Source: an optimization exercise on an open RTL-to-GDS flow (aim: small area and a short achievable clock period). Production flows keep margins and buffers that such runs may drop. Only simulation tests tie the RTL to the original design; equivalence was not proved. No activity file was given, so power comes from the tool's default toggle rates.

## run 1
Design rvcpu, start of the top module:
module rvcpu (
    input  wire        clk,
    input  wire        rst,
    output wire [63:0] inst_addr,
    output wire        inst_ena,
    output wire        inst_ready,
    input  wire [31:0] inst,
    input  wire        biu_inst_valid,
    output wire [63:0] data_addr,
    output wire [7:0]  wmask,
    output wire [63:0] data_o,
    input  wire [63:0] data_i,
    output wire        we,
    output wire        re,
    input  wire        mem_finish,
    input  wire        timer_intr
    );
    integer i;
    reg  [63:0] pa;
    reg  [20:0] pb;
    reg         pclr;
    reg  [63:0] d_pc;
    reg  [31:0] d_inst;
    reg         d_v, d_pcnz;
    reg  [63:0] e_pc, e_op1, e_op2;
    reg  [4:0]  e_rd;
    reg  [11:0] e_off;
    reg  [2:0]  e_f3;
    reg         e_sys, e_sub, e_link;
    reg         e_sel_add, e_sel_w, e_sel_slt, e_sel_sltu, e_sel_xor, e_sel_or, e_sel_and, e_sel_sh;
    reg         e_sh_left, e_sh_arith, e_sh_word;
    reg         e_cs_mcycle, e_cs_mstatus, e_cs_mtvec, e_cs_mepc, e_cs_mcause, e_cs_mie, e_cs_mscratch;
  ...
Size: roughly 2,900 flip-flops, about 0.14 mm2 of cells after synthesis.
==> flow/config.mk <==
export PLATFORM = sky130hd
export DESIGN_NAME = rvcpu
export DESIGN_NICKNAME = rvcpu
export VERILOG_FILES = /design/flow/design.v
export SDC_FILE = /design/flow/constraint.sdc
export NUM_CORES = 8
export LEC_CHECK = 0
export CAP_MARGIN = 30
export CORE_MARGIN = 2
export CORE_UTILIZATION = 40
export CTS_CLUSTER_DIAMETER = 100
export CTS_CLUSTER_SIZE = 20
export PLACE_DENSITY = 0.6
export SLEW_MARGIN = 30
export SYNTH_HIERARCHICAL = 1
==> flow/constraint.sdc <==
create_clock -name core_clock -period 16.0 [get_ports {clk}]
set_input_delay 3.2000 -clock core_clock [delete_from_list [all_inputs] [get_ports {clk}]]
set_output_delay 3.2000 -clock core_clock [all_outputs]
set_load 0.01 [all_outputs]
standard.sh (not shown) runs the stock make flow with config.mk's settings and CLKGATE_MAP_FILE= SYNTH_SCRIPT=/design/flow/synth_recipe.tcl, a recipe that flattens the netlist after the stock synthesis.
==> flow/flow/run.sh <==
#!/bin/bash
# The standard layout (standard.sh) with these changes to how it is made:
#  - synthesis uses flow/synth.tcl: synth_recipe.tcl plus a per-module choice of
#    ABC mapping script (registers are mapped exactly as in the standard run);
#  - all ports are placed on the bottom edge (flow/io.tcl);
#  - repair_timing aims for a larger setup slack than the default;
#  - the port buffers are buf_4 cells.
# The full make output goes to flow_make.log; ORFS keeps each tool's log
# under orfs/logs/.
set -euo pipefail
here=$(pwd)
export FLOW_MAP_SCRIPT=$here/flow/map_delay.abc
export FLOW_MAP_FAST_SCRIPT=$here/flow/map_fast.abc
bash standard.sh SYNTH_SCRIPT=$here/flow/synth.tcl IO_CONSTRAINTS=$here/flow/io.tcl \
  SETUP_SLACK_MARGIN=8.75 TNS_END_PERCENT=100 \
  "BUFFER_PORTS_ARGS=-buffer_cell sky130_fd_sc_hd__buf_4" finish > flow_make.log 2>&1
==> flow/flow/io.tcl <==
# Keep every port on the bottom edge, so that the reset and stall inputs are
# close to the outputs they gate.
set io_names {}
foreach p [get_ports *] { lappend io_names [get_name $p] }
set_io_pin_constraint -region bottom:* -pin_names $io_names
==> flow/flow/map_delay.abc <==
strash
dch
map -D 1500
buffer
upsize
dnsize
==> flow/flow/map_fast.abc <==
strash
dch
map -D 1200
buffer
upsize
dnsize
==> flow/flow/synth.tcl <==
proc synth {args} { yosys synth -nofsm -noshare {*}$args }
# Technology mapping per module: the register file read ports with yosys's
# default ABC script and no sizing (smallest), the adders with a
# delay-targeted 'map' (a tighter target for the fetch address adder), and
# the rest with the flow's own ABC script.
proc drop_opt {lst opt} {
  set i [lsearch -exact $lst $opt]
  if {$i >= 0} { set lst [lreplace $lst $i [expr {$i + 1}]] }
  return $lst
}
proc abc {args} {
  set dargs [drop_opt $args -script]
  yosys abc {*}[drop_opt $dargs -constr] rvcpu_rfrd
  yosys abc -script $::env(FLOW_MAP_SCRIPT) {*}$dargs rvcpu_add
  yosys abc -script $::env(FLOW_MAP_FAST_SCRIPT) {*}$dargs rvcpu_pcadd
  yosys abc {*}$args
}
source $::env(SCRIPTS_DIR)/synth.tcl
# left out here: clear keep_hierarchy, flatten, clean up, hide names made inside functions, write 1_2_yosys.v
Changes in run 2 relative to run 1:
-- flow/config.mk --
<<< run 1, line 9
export CORE_MARGIN = 2
export CORE_UTILIZATION = 40
export CTS_CLUSTER_DIAMETER = 100
export CTS_CLUSTER_SIZE = 20
export PLACE_DENSITY = 0.6
export SLEW_MARGIN = 30
>>> run 2, line 9
export CORE_MARGIN = 2
export CORE_UTILIZATION = 45
export CTS_CLUSTER_DIAMETER = 100
export CTS_CLUSTER_SIZE = 20
export PLACE_DENSITY = 0.68
export SLEW_MARGIN = 30
Findings:
- Compared to run 1, run 2 has total wire length 59 mm lower.
- Against run 1 as the reference, run 2 delivers a lower static power due to leakage.
- Utilization after layout on run 2 is up relative to run 1.
- Compared with run 1, run 2 shows peak ir drop on the vdd network that has gone up by more than half.
Input-level comparison between run 3 and run 2:
-- flow/flow/run.sh --
<<< run 2, line 14
bash standard.sh SYNTH_SCRIPT=$here/flow/synth.tcl IO_CONSTRAINTS=$here/flow/io.tcl \
  SETUP_SLACK_MARGIN=8.75 TNS_END_PERCENT=100 \
  "BUFFER_PORTS_ARGS=-buffer_cell sky130_fd_sc_hd__buf_4" finish > flow_make.log 2>&1
>>> run 3, line 14
bash standard.sh SYNTH_SCRIPT=$here/flow/synth.tcl IO_CONSTRAINTS=$here/flow/io.tcl \
  SETUP_SLACK_MARGIN=8.9 TNS_END_PERCENT=100 \
  "BUFFER_PORTS_ARGS=-buffer_cell sky130_fd_sc_hd__buf_4" finish > flow_make.log 2>&1
Run 3 completed end to end with timing, DRC and antenna clean.
The flow did not stop early for run 2: all stages ran, and the layout cleared the timing, DRC and antenna checks.
[compare] base=run 2 new=run 3: cell count went down; post-cts sizing count rose by 3.8%.
Compared with run 2, run 3 shows highest clock frequency the design can meet higher by about 2%.
Combined global-route utilization of all metal layers: run 3 lower than run 2
Of run 3 and run 2, the higher footprint of the multi-input gates belongs to run 2.
When run 3 is measured against run 2, its number of filler cells placed in the layout turns out 206 higher.
Relative to run 3, the following input files were edited for run 4:
-- flow/config.mk --
<<< run 3, line 9
export CORE_MARGIN = 2
export CORE_UTILIZATION = 45
export CTS_CLUSTER_DIAMETER = 100
export CTS_CLUSTER_SIZE = 20
export PLACE_DENSITY = 0.68
export SLEW_MARGIN = 30
>>> run 4, line 9
export CORE_MARGIN = 2
export CORE_UTILIZATION = 40
export CTS_CLUSTER_DIAMETER = 100
export CTS_CLUSTER_SIZE = 20
export PLACE_DENSITY = 0.6
export SLEW_MARGIN = 30
Notes after the runs:
Having completed the whole flow, run 4 delivered a layout that passed the timing, DRC and antenna checks.
Re clock buffer count in the final layout: run 4 and run 3 aren't equal, and the lower value belongs to run 3.
Routing usage on met3, run 4 and run 3: smaller value in run 4
Re worst setup margin: run 4 is 0.018 ns down on run 3.
Post-route core utilization (run 4 over run 3): decrease, 5.0 points
Design area, run 4 vs run 3: up slightly
From run 3 to run 4 the numbers moved as follows: number of non-filler instances in the completed layout shows an increase of 636, share of layout cells above drive strength 1 shows an increase of 1.7 points, number of antenna violations at the first check in global routing shows an increase of 20, minimum period implied by the final worst setup slack shows an increase of 0.018 ns.
Run 4 vs. run 3: first-pass GRT wire length went up by 93 mm.
#### Input delta (run 5 over run 4)
-- flow/flow/run.sh --
<<< run 4, line 14
bash standard.sh SYNTH_SCRIPT=$here/flow/synth.tcl IO_CONSTRAINTS=$here/flow/io.tcl \
  SETUP_SLACK_MARGIN=8.9 TNS_END_PERCENT=100 \
  "BUFFER_PORTS_ARGS=-buffer_cell sky130_fd_sc_hd__buf_4" finish > flow_make.log 2>&1
>>> run 5, line 14
bash standard.sh SYNTH_SCRIPT=$here/flow/synth.tcl IO_CONSTRAINTS=$here/flow/io.tcl \
  SETUP_SLACK_MARGIN=9.0 TNS_END_PERCENT=100 \
  "BUFFER_PORTS_ARGS=-buffer_cell sky130_fd_sc_hd__buf_4" finish > flow_make.log 2>&1
==> flow/config.mk <==
export PLATFORM = sky130hd
export DESIGN_NAME = rvcpu
export DESIGN_NICKNAME = rvcpu
export VERILOG_FILES = /design/flow/design.v
export SDC_FILE = /design/flow/constraint.sdc
export NUM_CORES = 8
export LEC_CHECK = 0
export CAP_MARGIN = 25
export CORE_MARGIN = 2
export CORE_UTILIZATION = 40
export CTS_CLUSTER_DIAMETER = 120
export CTS_CLUSTER_SIZE = 20
export PLACE_DENSITY = 0.6
export SLEW_MARGIN = 25
export SYNTH_HIERARCHICAL = 1
### Flow results
Run 5 has power density over the cells below what run 4 had. Where switching power is concerned, run 4 is outperformed by run 5. Run 5: worst setup slack is 0.057 ns lower than what run 4 reported. Wire length is lower on run 5. Run 5 vs run 4, endpoint of the worst setup timing path: inst_addr[63] vs inst_addr[58].

## re-timing with driven ports
No port has a modelled driver above. Below, the same layouts with a new extraction and two added sets of constraints.
Step 1: set_driving_cell puts a clkbuf_16 on clk and a buf_2 on each other input, an assumption about the parent block.
Step 2 adds t to the input delays and takes it off the output delays; t is the mean of the earliest and latest rising clock arrival at the registers after step 1. Input paths then give back, and output paths get back, about the clock's delay inside the block.
Slacks: ideal ports / drivers / drivers and shift; pairs: ideal ports / drivers.
run | shift t [ns] | slack for setup (ns) | hold slack, ns | worst setup path at the end | slew at the worst register clock pin (ns)
run 1 | 1.095 | 8.624 / 8.597 / 7.878 | 0.470 / 0.470 / 0.470 | input to register | 0.11 / 0.11
run 2 | 1.077 | 8.686 / 8.513 / 7.983 | 0.466 / 0.466 / 0.466 | input to register | 0.10 / 0.10
run 3 | 1.027 | 8.836 / 8.678 / 8.495 | 0.468 / 0.468 / 0.468 | input to register | 0.11 / 0.11
run 4 | 1.102 | 8.818 / 8.577 / 8.197 | 0.474 / 0.474 / 0.474 | input to register | 0.10 / 0.10
run 5 | 1.145 | 8.762 / 8.344 / 7.999 | 0.469 / 0.469 / 0.469 | input to register | 0.11 / 0.11
After both steps every run listed still meets setup and hold. For run 5, which loses most, drivers alone change the setup slack by -0.418 ns; drivers and shift together by -0.763 ns.
